This is an optimization exercise on Yosys and OpenROAD, whose aim is small area, a short achievable clock period and few clock cycles per item, not a production implementation.
Where RTL was checked, it was by simulation tests only, not by an equivalence proof against the original.
Power figures rest on the tool's default switching activity, not on a simulated workload.

## the reference run
## lzss_enc_top
module lzss_enc_top (
    input               clk,
    input               rst_x,
    input               i_valid,
    output              ow_ready,
    input       [7:0]   i_data,
    input               i_last,
    output              o_valid,
    input               i_ready,
    output      [8:0]   o_code,
    output              o_last
);
For scale: roughly 2700 cells after synthesis, ~790 flip-flops, roughly 36000 sq um of cells after synthesis.
==> module lzss_enc_top, before the edit <==
module lzss_enc_top (
    input               clk,
    input               rst_x,
    input               i_valid,
    output              ow_ready,
    input       [7:0]   i_data,
    input               i_last,
    output              o_valid,
    input               i_ready,
    output      [8:0]   o_code,
    output              o_last
);
    integer             k;
    reg                 r_rdy;           
    reg                 r_iv;
    reg     [7:0]       r_ib;
    reg                 r_il;
    reg     [7:0]       r_win [1:64];    
    reg     [63:0]      r_s0, r_s1, r_s2;    
    reg     [5:0]       r_rv;            
    reg     [5:0]       r_lb;            
    reg     [6:0]       r_cnt;           
    reg     [2:0]       r_skip;          
    reg                 r_m1, r_m2, r_m3, r_m4;
    reg                 r_l2;
    reg     [1:0]       r_l3, r_l4;      
    reg     [5:0]       r_x1, r_x2, r_x3, r_x4;  
    reg                 r_sv;
    reg                 r_hv;
    reg     [9:0]       r_hd;
    reg     [9:0]       r_sd;
    wire                w_ended = ~r_rv[0] | r_lb[0];
    wire                w_adv   = ~r_sv & (r_iv | (w_ended & (|r_rv)));
    assign  ow_ready    = r_rdy;
    assign  o_valid     = r_hv;
    assign  o_code      = r_hd[8:0];
    assign  o_last      = r_hd[9];
    always @(posedge clk or negedge rst_x) begin
        if (!rst_x) begin
            r_iv    <= 1'b0;
        end
        else if (r_rdy) begin
            r_iv    <= i_valid;
        end
    end
    always @(posedge clk) begin
        if (r_rdy) begin
            r_ib    <= i_data;
            r_il    <= i_last;
        end
    end
    reg     [63:0]      w_eq;
    always @(*) begin
        for (k = 0; k < 64; k = k + 1)
            w_eq[k] = (r_ib == r_win[k+1]) && (r_cnt > k);
    end
    wire    [63:0]      t2 = r_s1 | r_s2;
    wire    [63:0]      t3 = r_s2;
    wire    [63:0]      t4 = r_s2 & ~r_s0;
    wire    [63:0]      t5 = r_s2 & ~r_s1;
    wire    [5:0]       w_x2, w_x3, w_x4, w_x5;
    wire                a2, a3, a4, a5;
    lzss_lowest #(.W(64), .N(6)) u_low2 (.i_v(t2), .o_any(a2), .o_idx(w_x2));
    lzss_lowest #(.W(64), .N(6)) u_low3 (.i_v(t3), .o_any(a3), .o_idx(w_x3));
    lzss_lowest #(.W(64), .N(6)) u_low4 (.i_v(t4), .o_any(a4), .o_idx(w_x4));
    lzss_lowest #(.W(64), .N(6)) u_low5 (.i_v(t5), .o_any(a5), .o_idx(w_x5));
    always @(posedge clk) begin
        if (w_adv) begin
            r_win[1]    <= r_ib;
            for (k = 2; k <= 64; k = k + 1)
                r_win[k]    <= r_win[k-1];
            r_s0        <= w_eq & ~r_s2;
            r_s1        <= w_eq & r_s0;
            r_s2        <= w_eq & (r_s1 | (r_s2 & ~r_s0));
            r_lb        <= {r_lb[4:0], r_iv & r_il};
            r_m1        <= a2;
            r_x1        <= w_x2;
            r_m2        <= a3 | r_m1;
            r_l2        <= a3;
            r_x2        <= a3 ? w_x3 : r_x1;
            r_m3        <= a4 | r_m2;
            r_l3        <= a4 ? 2'd2 : {1'b0, r_l2};
            r_x3        <= a4 ? w_x4 : r_x2;
            r_m4        <= a5 | r_m3;
            r_l4        <= a5 ? 2'd3 : r_l3;
            r_x4        <= a5 ? w_x5 : r_x3;
        end
    end
    always @(posedge clk or negedge rst_x) begin
        if (!rst_x) begin
            r_rv    <= 6'd0;
            r_cnt   <= 7'd0;
        end
        else if (w_adv) begin
            r_rv    <= {r_rv[4:0], r_iv};
            if (r_iv) begin
                if (r_il)
                    r_cnt   <= 7'd0;
                else if (!r_cnt[6])
                    r_cnt   <= r_cnt + 7'd1;
            end
        end
    end
    wire                w_lst = r_lb[5] | (r_m4 & (r_lb[4] | ((r_l4 != 2'd0) & r_lb[3]) |
                                ((r_l4[1]) & r_lb[2]) | ((r_l4 == 2'd3) & r_lb[1])));
    wire    [9:0]       w_code = r_m4 ? {w_lst, 1'b1, ~r_x4, r_l4} : {w_lst, 1'b0, r_win[6]};
    wire                w_push = w_adv & r_rv[5] & (r_skip == 3'd0);
    wire                w_pop  = r_hv & i_ready;
    always @(posedge clk or negedge rst_x) begin
        if (!rst_x) begin
            r_skip  <= 3'd0;
        end
        else if (w_adv && r_rv[5]) begin
            if (r_skip != 3'd0)
                r_skip  <= r_skip - 3'd1;
            else if (r_m4)
                r_skip  <= {1'b0, r_l4} + 3'd1;
        end
    end
    wire                w_sv_next = r_sv ? ~w_pop : (w_push & r_hv & ~w_pop);
    always @(posedge clk or negedge rst_x) begin
        if (!rst_x) begin
            r_hv    <= 1'b0;
            r_sv    <= 1'b0;
            r_rdy   <= 1'b0;
        end
        else begin
            r_sv    <= w_sv_next;
            r_rdy   <= ~w_sv_next;
            if (w_push)
                r_hv    <= 1'b1;
            else if (w_pop && !r_sv)
                r_hv    <= 1'b0;
        end
    end
    always @(posedge clk) begin
        if (r_sv) begin
            if (w_pop)
                r_hd    <= r_sd;
        end
        else if (w_push) begin
            if (!r_hv || w_pop)
                r_hd    <= w_code;
            else
                r_sd    <= w_code;
        end
    end
endmodule
Settings: LEC_CHECK=0, CAP_MARGIN=20, CORE_MARGIN=2, CORE_UTILIZATION=40, CTS_BUF_LIST=sky130_fd_sc_hd__clkbuf_4 sky130_fd_sc_hd__clkbuf_8, CTS_CLUSTER_DIAMETER=60, CTS_CLUSTER_SIZE=12, SETUP_SLACK_MARGIN=3.5, SLEW_MARGIN=20; clock period 6.0 ns.
run.sh (not shown) runs the stock make flow with config.mk's settings and CLKGATE_MAP_FILE= SYNTH_SCRIPT=/design/flow/synth_recipe.tcl, a recipe that flattens the netlist after the stock synthesis.
--- input diff the reference run..the trial run ---
diff --git a/flow/design.v b/flow/design.v
--- a/flow/design.v
+++ b/flow/design.v
@@ -18,8 +18,10 @@
     reg     [7:0]       r_win [1:64];    
     reg     [63:0]      r_s0, r_s1, r_s2;    
-    reg     [5:0]       r_rv;            
-    reg     [5:0]       r_lb;            
+    reg     [6:0]       r_rv;            
+    reg     [6:0]       r_lb;            
     reg     [6:0]       r_cnt;           
     reg     [2:0]       r_skip;          
+    reg     [3:0]       r_ea;
+    reg     [5:0]       r_ex2, r_ex3, r_ex4, r_ex5;
     reg                 r_m1, r_m2, r_m3, r_m4;
     reg                 r_l2;
@@ -73,25 +75,30 @@
             r_s1        <= w_eq & r_s0;
             r_s2        <= w_eq & (r_s1 | (r_s2 & ~r_s0));
-            r_lb        <= {r_lb[4:0], r_iv & r_il};
-            r_m1        <= a2;
-            r_x1        <= w_x2;
-            r_m2        <= a3 | r_m1;
-            r_l2        <= a3;
-            r_x2        <= a3 ? w_x3 : r_x1;
-            r_m3        <= a4 | r_m2;
-            r_l3        <= a4 ? 2'd2 : {1'b0, r_l2};
-            r_x3        <= a4 ? w_x4 : r_x2;
-            r_m4        <= a5 | r_m3;
-            r_l4        <= a5 ? 2'd3 : r_l3;
-            r_x4        <= a5 ? w_x5 : r_x3;
+            r_lb        <= {r_lb[5:0], r_iv & r_il};
+            r_ea        <= {a5, a4, a3, a2};
+            r_ex2       <= w_x2;
+            r_ex3       <= w_x3;
+            r_ex4       <= w_x4;
+            r_ex5       <= w_x5;
+            r_m1        <= r_ea[0];
+            r_x1        <= r_ex2;
+            r_m2        <= r_ea[1] | r_m1;
+            r_l2        <= r_ea[1];
+            r_x2        <= r_ea[1] ? r_ex3 : r_x1;
+            r_m3        <= r_ea[2] | r_m2;
+            r_l3        <= r_ea[2] ? 2'd2 : {1'b0, r_l2};
+            r_x3        <= r_ea[2] ? r_ex4 : r_x2;
+            r_m4        <= r_ea[3] | r_m3;
+            r_l4        <= r_ea[3] ? 2'd3 : r_l3;
+            r_x4        <= r_ea[3] ? r_ex5 : r_x3;
         end
     end
     always @(posedge clk or negedge rst_x) begin
         if (!rst_x) begin
-            r_rv    <= 6'd0;
+            r_rv    <= 7'd0;
             r_cnt   <= 7'd0;
         end
         else if (w_adv) begin
-            r_rv    <= {r_rv[4:0], r_iv};
+            r_rv    <= {r_rv[5:0], r_iv};
             if (r_iv) begin
                 if (r_il)
@@ -102,8 +109,8 @@
         end
     end
-    wire                w_lst = r_lb[5] | (r_m4 & (r_lb[4] | ((r_l4 != 2'd0) & r_lb[3]) |
-                                ((r_l4[1]) & r_lb[2]) | ((r_l4 == 2'd3) & r_lb[1])));
-    wire    [9:0]       w_code = r_m4 ? {w_lst, 1'b1, ~r_x4, r_l4} : {w_lst, 1'b0, r_win[6]};
-    wire                w_push = w_adv & r_rv[5] & (r_skip == 3'd0);
+    wire                w_lst = r_lb[6] | (r_m4 & (r_lb[5] | ((r_l4 != 2'd0) & r_lb[4]) |
+                                ((r_l4[1]) & r_lb[3]) | ((r_l4 == 2'd3) & r_lb[2])));
+    wire    [9:0]       w_code = r_m4 ? {w_lst, 1'b1, ~r_x4, r_l4} : {w_lst, 1'b0, r_win[7]};
+    wire                w_push = w_adv & r_rv[6] & (r_skip == 3'd0);
     wire                w_pop  = r_hv & i_ready;
     always @(posedge clk or negedge rst_x) begin
@@ -111,5 +118,5 @@
             r_skip  <= 3'd0;
         end
-        else if (w_adv && r_rv[5]) begin
+        else if (w_adv && r_rv[6]) begin
             if (r_skip != 3'd0)
                 r_skip  <= r_skip - 3'd1;
@@ -119,13 +126,14 @@
     end
     wire                w_sv_next = r_sv ? ~w_pop : (w_push & r_hv & ~w_pop);
+    always @(posedge clk) begin
+        r_rdy   <= ~w_sv_next;
+    end
     always @(posedge clk or negedge rst_x) begin
         if (!rst_x) begin
             r_hv    <= 1'b0;
             r_sv    <= 1'b0;
-            r_rdy   <= 1'b0;
         end
         else begin
             r_sv    <= w_sv_next;
-            r_rdy   <= ~w_sv_next;
             if (w_push)
                 r_hv    <= 1'b1;
The trial run vs. the reference run: worst setup slack went up by 0.051 ns.
Met3 layer wire length in the routed design (the reference run / the trial run): 0.909
Compare the trial run and the reference run | share of post-route cells with drive strength above 1 lower: the trial run
Comparing the trial run and the reference run, the higher final area is on the trial run.
Power dissipated in sequential cells (the trial run / the reference run): 1.13
Count of clock-buffer cells in the layout ends up lower on the trial run.
Testbench counts of the trial run, summed over its fixed seeds: cycles 85,802, items 84,290.
Function not checked in the reference run: the RTL went through the layout flow alone.

---

== the previous run ==
lzss_enc_top with an RTL version that a note above also has.
For scale: ~3500 cells after synthesis, roughly 820 flip-flops, ~25 I/O pins.
==> module lzss_enc_top, before the edit <==
module lzss_enc_top (
    input               clk,
    input               rst_x,
    input               i_valid,
    output              ow_ready,
    input       [7:0]   i_data,
    input               i_last,
    output              o_valid,
    input               i_ready,
    output      [8:0]   o_code,
    output              o_last
);
    integer             k;
    reg                 r_rdy;           
    reg                 r_iv;
    reg     [7:0]       r_ib;
    reg                 r_il;
    reg     [7:0]       r_win [1:64];    
    reg     [63:0]      r_s0, r_s1, r_s2;    
    reg     [6:0]       r_rv;            
    reg     [6:0]       r_lb;            
    reg     [6:0]       r_cnt;           
    reg     [2:0]       r_skip;          
    reg     [3:0]       r_ea;
    reg     [5:0]       r_ex2, r_ex3, r_ex4, r_ex5;
    reg                 r_m1, r_m2, r_m3, r_m4;
    reg                 r_l2;
    reg     [1:0]       r_l3, r_l4;      
    reg     [5:0]       r_x1, r_x2, r_x3, r_x4;  
    reg                 r_sv;
    reg                 r_hv;
    reg     [9:0]       r_hd;
    reg     [9:0]       r_sd;
    wire                w_ended = ~r_rv[0] | r_lb[0];
    wire                w_adv   = ~r_sv & (r_iv | (w_ended & (|r_rv)));
    assign  ow_ready    = r_rdy;
    assign  o_valid     = r_hv;
    assign  o_code      = r_hd[8:0];
    assign  o_last      = r_hd[9];
    always @(posedge clk or negedge rst_x) begin
        if (!rst_x) begin
            r_iv    <= 1'b0;
        end
        else if (r_rdy) begin
            r_iv    <= i_valid;
        end
    end
    always @(posedge clk) begin
        if (r_rdy) begin
            r_ib    <= i_data;
            r_il    <= i_last;
        end
    end
    reg     [63:0]      w_eq;
    always @(*) begin
        for (k = 0; k < 64; k = k + 1)
            w_eq[k] = (r_ib == r_win[k+1]) && (r_cnt > k);
    end
    wire    [63:0]      t2 = r_s1 | r_s2;
    wire    [63:0]      t3 = r_s2;
    wire    [63:0]      t4 = r_s2 & ~r_s0;
    wire    [63:0]      t5 = r_s2 & ~r_s1;
    wire    [5:0]       w_x2, w_x3, w_x4, w_x5;
    wire                a2, a3, a4, a5;
    lzss_lowest #(.W(64), .N(6)) u_low2 (.i_v(t2), .o_any(a2), .o_idx(w_x2));
    lzss_lowest #(.W(64), .N(6)) u_low3 (.i_v(t3), .o_any(a3), .o_idx(w_x3));
    lzss_lowest #(.W(64), .N(6)) u_low4 (.i_v(t4), .o_any(a4), .o_idx(w_x4));
    lzss_lowest #(.W(64), .N(6)) u_low5 (.i_v(t5), .o_any(a5), .o_idx(w_x5));
    always @(posedge clk) begin
        if (w_adv) begin
            r_win[1]    <= r_ib;
            for (k = 2; k <= 64; k = k + 1)
                r_win[k]    <= r_win[k-1];
            r_s0        <= w_eq & ~r_s2;
            r_s1        <= w_eq & r_s0;
            r_s2        <= w_eq & (r_s1 | (r_s2 & ~r_s0));
            r_lb        <= {r_lb[5:0], r_iv & r_il};
            r_ea        <= {a5, a4, a3, a2};
            r_ex2       <= w_x2;
            r_ex3       <= w_x3;
            r_ex4       <= w_x4;
            r_ex5       <= w_x5;
            r_m1        <= r_ea[0];
            r_x1        <= r_ex2;
            r_m2        <= r_ea[1] | r_m1;
            r_l2        <= r_ea[1];
            r_x2        <= r_ea[1] ? r_ex3 : r_x1;
            r_m3        <= r_ea[2] | r_m2;
            r_l3        <= r_ea[2] ? 2'd2 : {1'b0, r_l2};
            r_x3        <= r_ea[2] ? r_ex4 : r_x2;
            r_m4        <= r_ea[3] | r_m3;
            r_l4        <= r_ea[3] ? 2'd3 : r_l3;
            r_x4        <= r_ea[3] ? r_ex5 : r_x3;
        end
    end
    always @(posedge clk or negedge rst_x) begin
        if (!rst_x) begin
            r_rv    <= 7'd0;
            r_cnt   <= 7'd0;
        end
        else if (w_adv) begin
            r_rv    <= {r_rv[5:0], r_iv};
            if (r_iv) begin
                if (r_il)
                    r_cnt   <= 7'd0;
                else if (!r_cnt[6])
                    r_cnt   <= r_cnt + 7'd1;
            end
        end
    end
    wire                w_lst = r_lb[6] | (r_m4 & (r_lb[5] | ((r_l4 != 2'd0) & r_lb[4]) |
                                ((r_l4[1]) & r_lb[3]) | ((r_l4 == 2'd3) & r_lb[2])));
    wire    [9:0]       w_code = r_m4 ? {w_lst, 1'b1, ~r_x4, r_l4} : {w_lst, 1'b0, r_win[7]};
    wire                w_push = w_adv & r_rv[6] & (r_skip == 3'd0);
    wire                w_pop  = r_hv & i_ready;
    always @(posedge clk or negedge rst_x) begin
        if (!rst_x) begin
            r_skip  <= 3'd0;
        end
        else if (w_adv && r_rv[6]) begin
            if (r_skip != 3'd0)
                r_skip  <= r_skip - 3'd1;
            else if (r_m4)
                r_skip  <= {1'b0, r_l4} + 3'd1;
        end
    end
    wire                w_sv_next = r_sv ? ~w_pop : (w_push & r_hv & ~w_pop);
    always @(posedge clk) begin
        r_rdy   <= ~w_sv_next;
    end
    always @(posedge clk or negedge rst_x) begin
        if (!rst_x) begin
            r_hv    <= 1'b0;
            r_sv    <= 1'b0;
        end
        else begin
            r_sv    <= w_sv_next;
            if (w_push)
                r_hv    <= 1'b1;
            else if (w_pop && !r_sv)
                r_hv    <= 1'b0;
        end
    end
    always @(posedge clk) begin
        if (r_sv) begin
            if (w_pop)
                r_hd    <= r_sd;
        end
        else if (w_push) begin
            if (!r_hv || w_pop)
                r_hd    <= w_code;
            else
                r_sd    <= w_code;
        end
    end
endmodule
clock: 6.0 ns
lec_check: 0
abc_area: 1
cap_margin: 20
core_margin: 2
core_utilization: 70
cts_buf_list: sky130_fd_sc_hd__clkbuf_4 sky130_fd_sc_hd__clkbuf_8
cts_cluster_diameter: 60
cts_cluster_size: 12
place_density: 0.8
setup_slack_margin: 3.5
slew_margin: 20
Testbench counts of the previous run, summed over its fixed seeds: cycles 85,802, items 84,290.
Inputs modified between the previous run and the current run:
-- flow/design.v --
<<< the previous run, line 20
    reg     [6:0]       r_rv;            
    reg     [6:0]       r_lb;            
    reg     [6:0]       r_cnt;           
    reg     [2:0]       r_skip;          
    reg     [3:0]       r_ea;
>>> the current run, line 20
    reg     [6:0]       r_rv;            
    reg     [6:0]       r_lb;            
    reg     [7:0]       r_chi;
    reg     [6:0]       r_clo;
    reg     [2:0]       r_skip;          
    reg     [3:0]       r_ea;
<<< the previous run, line 52
        end
    end
    reg     [63:0]      w_eq;
    always @(*) begin
        for (k = 0; k < 64; k = k + 1)
            w_eq[k] = (r_ib == r_win[k+1]) && (r_cnt > k);
    end
    wire    [63:0]      t2 = r_s1 | r_s2;
>>> the current run, line 53
        end
    end
    wire    [7:0]       w_ceq = r_chi ^ {r_chi[6:0], 1'b1};      
    reg     [63:0]      w_in;
    reg     [63:0]      w_eq;
    always @(*) begin
        for (k = 0; k < 64; k = k + 1) begin
            if ((k % 8) == 7)
                w_in[k] = r_chi[k/8];
            else
                w_in[k] = r_chi[k/8] | (w_ceq[k/8] & r_clo[k%8]);
            w_eq[k] = (r_ib == r_win[k+1]) && w_in[k];
        end
    end
    wire    [63:0]      t2 = r_s1 | r_s2;
<<< the previous run, line 97
        if (!rst_x) begin
            r_rv    <= 7'd0;
            r_cnt   <= 7'd0;
        end
        else if (w_adv) begin
            r_rv    <= {r_rv[5:0], r_iv};
            if (r_iv) begin
                if (r_il)
                    r_cnt   <= 7'd0;
                else if (!r_cnt[6])
                    r_cnt   <= r_cnt + 7'd1;
            end
        end
>>> the current run, line 105
        if (!rst_x) begin
            r_rv    <= 7'd0;
            r_chi   <= 8'd0;
            r_clo   <= 7'd0;
        end
        else if (w_adv) begin
            r_rv    <= {r_rv[5:0], r_iv};
            if (r_iv) begin
                if (r_il) begin
                    r_chi   <= 8'd0;
                    r_clo   <= 7'd0;
                end
                else if (!r_chi[7]) begin
                    if (r_clo[6]) begin
                        r_chi   <= {r_chi[6:0], 1'b1};
                        r_clo   <= 7'd0;
                    end
                    else begin
                        r_clo   <= {r_clo[5:0], 1'b1};
                    end
                end
            end
        end
==> comparison <==
- On number of sequential cells, the higher figure sits with the current run, not the previous run.
- The current run: number of diodes added for antenna fixing 1 below the previous run
- Between the current run and the previous run, total cell area at the placement stage is higher for the previous run, the current run comes in under that.
- Delta(power, the current run - the previous run) > 0
- Design area down about 0.9% in the current run wrt the previous run
- The current run -> the previous run: die area flat
The RTL of the current run was laid out without a check of its function.

## afterwards: timing with drivers on the ports
Ports are ideal in the flow. The routed layouts listed here were re-timed in OpenROAD.
Step 1 (the two cells are an assumption about what drives the block):
set clk [get_ports {clk}]
set_driving_cell -lib_cell sky130_fd_sc_hd__clkbuf_16 $clk
set_driving_cell -lib_cell sky130_fd_sc_hd__buf_2 [delete_from_list [all_inputs] $clk]
Step 2 also shifts input and output timing later by t, the mid clock arrival at the registers, as if the neighbouring blocks saw the same clock.
Three values: ideal ports, drivers, drivers and shift; two values: the first two.
run | t, ns | slack for setup (ns) | slew at the worst register clock pin (ns) | worst data-port slew with drivers (ns) | cell pins on the clock port's net
the reference run | 0.774 | 3.399 / 3.393 / 3.155 | 0.09 / 0.09 | 0.04 | 1
the trial run | 0.763 | 3.450 / 3.448 / 3.450 | 0.09 / 0.09 | 0.05 | 1
the previous run | 0.772 | 3.550 / 3.484 / 3.271 | 0.09 / 0.09 | 0.06 | 1
the current run | 0.783 | 3.563 / 3.503 / 3.291 | 0.10 / 0.10 | 0.04 | 1
After both steps setup and hold are still met in every run listed. For the previous run, which loses most, drivers alone change the setup slack by -0.066 ns; drivers and shift together by -0.279 ns.
